From an optimization exercise on the open Yosys and OpenROAD flow, aimed at small area, a short achievable clock period and few clock cycles per item; shortcuts taken in it are not production practice.
Function was checked by simulation only, so behaviour that the tests miss may differ from the original.
Power figures rest on the tool's default switching activity, not on a simulated workload.

Design Booth_v1, start of the top module:
module Booth_v1 #(parameter WIDTH=32)(clk, rst, start, multiplier, multiplicand, product, done);
    input clk, rst, start;
    input [WIDTH-1:0] multiplier, multiplicand;
    output [2*WIDTH-1:0] product;
    output reg done;
    wire [31:0] x = multiplicand;
    wire [31:0] y = multiplier;
    wire [63:0] p;
    wire one0 = y[0] ^ 1'b0;
    wire two0 = (y[1] & ~y[0] & ~1'b0) | (~y[1] & y[0] & 1'b0);
    wire neg0 = y[1];
    wire [32:0] pp0;
    assign pp0[0] = ((one0 & x[0]) | (two0 & 1'b0)) ^ neg0;
    assign pp0[1] = ((one0 & x[1]) | (two0 & x[0])) ^ neg0;
    assign pp0[2] = ((one0 & x[2]) | (two0 & x[1])) ^ neg0;
    assign pp0[3] = ((one0 & x[3]) | (two0 & x[2])) ^ neg0;
    assign pp0[4] = ((one0 & x[4]) | (two0 & x[3])) ^ neg0;
    assign pp0[5] = ((one0 & x[5]) | (two0 & x[4])) ^ neg0;
    assign pp0[6] = ((one0 & x[6]) | (two0 & x[5])) ^ neg0;
    assign pp0[7] = ((one0 & x[7]) | (two0 & x[6])) ^ neg0;
    assign pp0[8] = ((one0 & x[8]) | (two0 & x[7])) ^ neg0;
    assign pp0[9] = ((one0 & x[9]) | (two0 & x[8])) ^ neg0;
    assign pp0[10] = ((one0 & x[10]) | (two0 & x[9])) ^ neg0;
    assign pp0[11] = ((one0 & x[11]) | (two0 & x[10])) ^ neg0;
    assign pp0[12] = ((one0 & x[12]) | (two0 & x[11])) ^ neg0;
    assign pp0[13] = ((one0 & x[13]) | (two0 & x[12])) ^ neg0;
    assign pp0[14] = ((one0 & x[14]) | (two0 & x[13])) ^ neg0;
    assign pp0[15] = ((one0 & x[15]) | (two0 & x[14])) ^ neg0;
    assign pp0[16] = ((one0 & x[16]) | (two0 & x[15])) ^ neg0;
    assign pp0[17] = ((one0 & x[17]) | (two0 & x[16])) ^ neg0;
    assign pp0[18] = ((one0 & x[18]) | (two0 & x[17])) ^ neg0;
    assign pp0[19] = ((one0 & x[19]) | (two0 & x[18])) ^ neg0;
    assign pp0[20] = ((one0 & x[20]) | (two0 & x[19])) ^ neg0;
    assign pp0[21] = ((one0 & x[21]) | (two0 & x[20])) ^ neg0;
    assign pp0[22] = ((one0 & x[22]) | (two0 & x[21])) ^ neg0;
    assign pp0[23] = ((one0 & x[23]) | (two0 & x[22])) ^ neg0;
  ...
export LEC_CHECK = 0
export ABC_AREA = 1
export CAP_MARGIN = 20
export CORE_MARGIN = 2
export CORE_UTILIZATION = 50
export SETUP_SLACK_MARGIN = 0.5
export SLEW_MARGIN = 20
export SYNTH_HIERARCHICAL = 1
create_clock -name core_clock -period 5.0 [get_ports {clk}]
standard.sh (not shown) runs the stock make flow with config.mk's settings and CLKGATE_MAP_FILE= SYNTH_SCRIPT=/design/flow/synth_recipe.tcl, a recipe that flattens the netlist after the stock synthesis.
==> flow/flow/run.sh <==
#!/bin/bash
# Standard layout, except that the port buffers are sky130_fd_sc_hd__buf_2 instead of the
# delay buffer buffer_ports picks by default. Full tool output goes to standard.log.
set -euo pipefail
export BUFFER_PORTS_ARGS="-buffer_cell sky130_fd_sc_hd__buf_2"
bash standard.sh > standard.log 2>&1
The starting point passed the timing, design-rule and antenna checks.
Testbench counts at the start, summed over its fixed seeds: cycles 2,400, items 2,400.
Edit:
GPL_ROUTABILITY_DRIVEN = 0   (was unset)
PLACE_DENSITY = 0.8   (was unset)
SETUP_SLACK_MARGIN = 0.25   (was 0.5)
=> The new run finished with timing, DRC and antenna clean. Clock skew stays the same. Worst hold slack stays flat. Area after synthesis stays the same. Wire length came out lower by 7.0%. Critical path depth is unchanged. Die area is unchanged. Utilization came out lower by 3.4 points. Setup slack loses 160 ps. Sequential share of layout area went up by 0.70 points. Sequential power drops by about 1%.
Edit:
--- a/flow/flow/run.sh
+++ b/flow/flow/run.sh
@@ -3 +3,3 @@
-# delay buffer buffer_ports picks by default. Full tool output goes to standard.log.
+# delay buffer buffer_ports picks by default, and that global routing's repair step downsizes
+# gates on paths with positive slack (ORFS's RECOVER_POWER). Full tool output goes to
+# standard.log; ORFS's own logs are under orfs/logs.
@@ -5,0 +8 @@
+export RECOVER_POWER=100
GPL_ROUTABILITY_DRIVEN = unset   (was 0)
PLACE_DENSITY = unset   (was 0.8)
SETUP_SLACK_MARGIN = unset   (was 0.25)
=>
- The changed run completed and failed the layout checks on max-capacitance violations, max-slew violations
- utilization rises by 0.68 points
- wire length rises by a few percent
- synthesized area stays the same
- total power falls slightly
- design area rises slightly
- register-to-register slack gets worse by 60 ps
- sequential cell count does not change
- worst setup slack gets worse by 110 ps
- cell count rises by a few percent
Edit:
==> flow/flow/run.sh (replaced) <==
#!/bin/bash
# Standard layout, except that the port buffers are sky130_fd_sc_hd__buf_2 instead of the
# delay buffer buffer_ports picks by default. Full tool output goes to standard.log.
set -euo pipefail
export BUFFER_PORTS_ARGS="-buffer_cell sky130_fd_sc_hd__buf_2"
bash standard.sh > standard.log 2>&1
The new run completed without violations.
Clock power is about the same.
Flip-flop and latch count does not change.
Worst hold slack gets worse by 5.1 ps.

---

## run A
Booth_v1 again, from the RTL that the note above started with.
clock: 5.0 ns
lec_check: 0
abc_area: 1
cap_margin: 20
core_margin: 2
core_utilization: 50
setup_slack_margin: 0.25
slew_margin: 20
synth_hierarchical: 1
==> flow/flow/run.sh <==
#!/bin/bash
# Standard layout, except that the port buffers are sky130_fd_sc_hd__buf_1 instead of the
# delay buffer buffer_ports picks by default. Full tool output goes to standard.log.
set -euo pipefail
export BUFFER_PORTS_ARGS="-buffer_cell sky130_fd_sc_hd__buf_1"
bash standard.sh > standard.log 2>&1
Testbench counts of run A, summed over its fixed seeds: cycles 2,400, items 2,400.
The following lists how run B was set up differently from run A:
==> flow/flow/run.sh <==
#!/bin/bash
# Standard layout, except that the port buffers are sky130_fd_sc_hd__buf_2 instead of the
# delay buffer buffer_ports picks by default, and that timing-driven global placement does not
# keep its trial buffering (GPL_KEEP_OVERFLOW=0); the later repair steps buffer and size as
# needed. Full tool output goes to standard.log; ORFS's own logs are under orfs/logs.
set -euo pipefail
export BUFFER_PORTS_ARGS="-buffer_cell sky130_fd_sc_hd__buf_2"
export GPL_KEEP_OVERFLOW=0
bash standard.sh > standard.log 2>&1
Results
Changes observed in run B relative to run A: pin count of the biggest net entering global routing increased 64%, share of the clock period used by the worst path increased 1.3 points, met1 demand-to-capacity share in global routing decreased 2.0 points, worst setup slack decreased 0.067 ns, combinational power decreased about 3%.
Per the comparison of run B with run A, final cell count now sits lower; worst-case setup slack after placement went down; detailed-route via count rose 479; area of placed instances shrank by 6.1%; final cell utilization of the core lost 0.45 points.
[inputs] run C vs run B
Settings: putting PLACE_DENSITY at 0.8 where nothing was set.
==> flow/flow/run.sh <==
#!/bin/bash
# Standard layout with two changes:
# - the port buffers are sky130_fd_sc_hd__buf_2 instead of the delay buffer buffer_ports
#   picks by default;
# - synthesis is the standard flow's own script (synth_recipe.tcl, run unchanged), except that Yosys's abc
#   call reads flow/abc_area_noup.script: ORFS's area script without its upsize/dnsize steps,
#   so gate sizing is left to OpenROAD's repair steps, which see the placement.
# Full tool output goes to standard.log; ORFS's own logs are under orfs/logs.
set -euo pipefail
export BUFFER_PORTS_ARGS="-buffer_cell sky130_fd_sc_hd__buf_2"
export MY_ABC_SCRIPT="$PWD/flow/abc_area_noup.script"
{
  echo 'proc abc {args} {'
  echo '  set i [lsearch -exact $args -script]'
  echo '  if {$i >= 0} { lset args [expr {$i + 1}] $::env(MY_ABC_SCRIPT) }'
  echo '  yosys abc {*}$args'
  echo '}'
  cat synth_recipe.tcl
} > flow_synth.tcl
grep -q 'SYNTH_SCRIPT=[^ ]*synth_recipe.tcl' standard.sh
sed "s#SYNTH_SCRIPT=[^ ]*synth_recipe.tcl#SYNTH_SCRIPT=$PWD/flow_synth.tcl#" standard.sh > flow_standard.sh
bash flow_standard.sh > standard.log 2>&1
==> flow/flow/abc_area_noup.script (new file) <==
strash
dch
map -B 0.9
topo
stime -c
buffer -c
--- outcome ---
In the reports for run B and run C, the smaller part of the cycle the worst path needs belongs to run C.
What run C reported for area inside the core boundary has to be multiplied by 0.910 to get the figure for run B.
Run C gives less synthesized-area fraction occupied by adder cells than run B did.
Run C ended up with qb30 as its end of the critical path; run B ended up with qb37.
NOTE: final estimated routing congestion in global placement in run C exceeds that of run B
Diff run B -> run C: power dissipated by switching net loads went down, amount of wire on met3 after detailed routing went down, multi-input combinational gate total went down, post-synthesis xor/xnor area fraction went down, wire length after detailed routing went down.
Looking at setup slack across both flows, run C is the stronger of the two, with run B trailing.
Compared run C against run B; synthesized cell count within noise.
## Diff of input files: run D against run C
Settings: CORE_UTILIZATION changed from 50 to 65; PLACE_DENSITY removed (was 0.8).
==> flow/flow/run.sh <==
#!/bin/bash
# Standard layout, except that the port buffers are sky130_fd_sc_hd__buf_2 instead of the
# delay buffer buffer_ports picks by default. Full tool output goes to standard.log.
set -euo pipefail
export BUFFER_PORTS_ARGS="-buffer_cell sky130_fd_sc_hd__buf_2"
bash standard.sh > standard.log 2>&1
removed: flow/flow/abc_area_noup.script
Findings:
Cell area delta for run D relative to run C: about 0.53% lower
When run D is set beside run C, its sum of routed wire length over all layers turns out to be 4.1% larger.
Between run D and run C, it is run D whose routed wire length per instance is higher, by 11%.
Against run C, total cell area at the placement stage in run D fell slightly.

what the ideal ports hide:
How much do the figures lean on ideal ports? The routed layouts below were timed once more, with nothing changed but the port constraints.
Step 1 assumes that a clkbuf_16 drives the clock port and a buf_2 every other input.
Step 2 times the ports against the registers' clock, not the clock port: input delays grow and output delays shrink by t, the midpoint of the rising clock arrivals with the driver on.
Slacks: ideal ports / drivers / drivers and shift; pairs: ideal ports / drivers.
| run | t, ns | slack for setup (ns) | hold WS [ns] | clock arrival spread, ns | pins driven straight from the clock port |
|---|---|---|---|---|---|
| the first run of note 1 | 0.463 | 0.385 / 0.384 / -0.079 | 0.472 / 0.472 / 0.472 | 0.014 / 0.013 | 1 |
| the second run of note 1 | 0.481 | 0.225 / 0.257 / -0.224 | 0.474 / 0.474 / 0.474 | 0.037 / 0.036 | 1 |
| the third run of note 1 | 0.467 | 0.118 / 0.152 / -0.315 | 0.482 / 0.482 / 0.482 | 0.018 / 0.018 | 1 |
| the fourth run of note 1 | 0.467 | 0.151 / 0.188 / -0.278 | 0.477 / 0.477 / 0.477 | 0.018 / 0.017 | 1 |
| run A | 0.469 | 0.226 / 0.262 / -0.206 | 0.490 / 0.490 / 0.490 | 0.026 / 0.027 | 1 |
| run B | 0.471 | 0.159 / 0.035 / -0.436 | 0.470 / 0.470 / 0.470 | 0.022 / 0.022 | 1 |
| run C | 0.473 | 0.268 / 0.288 / -0.184 | 0.467 / 0.467 / 0.467 | 0.029 / 0.029 | 1 |
| run D | 0.454 | 0.264 / 0.293 / -0.160 | 0.469 / 0.469 / 0.469 | 0.025 / 0.025 | 1 |
The setup slack of run B, which loses most, moves by -0.124 ns with the drivers and by -0.595 ns with both steps.
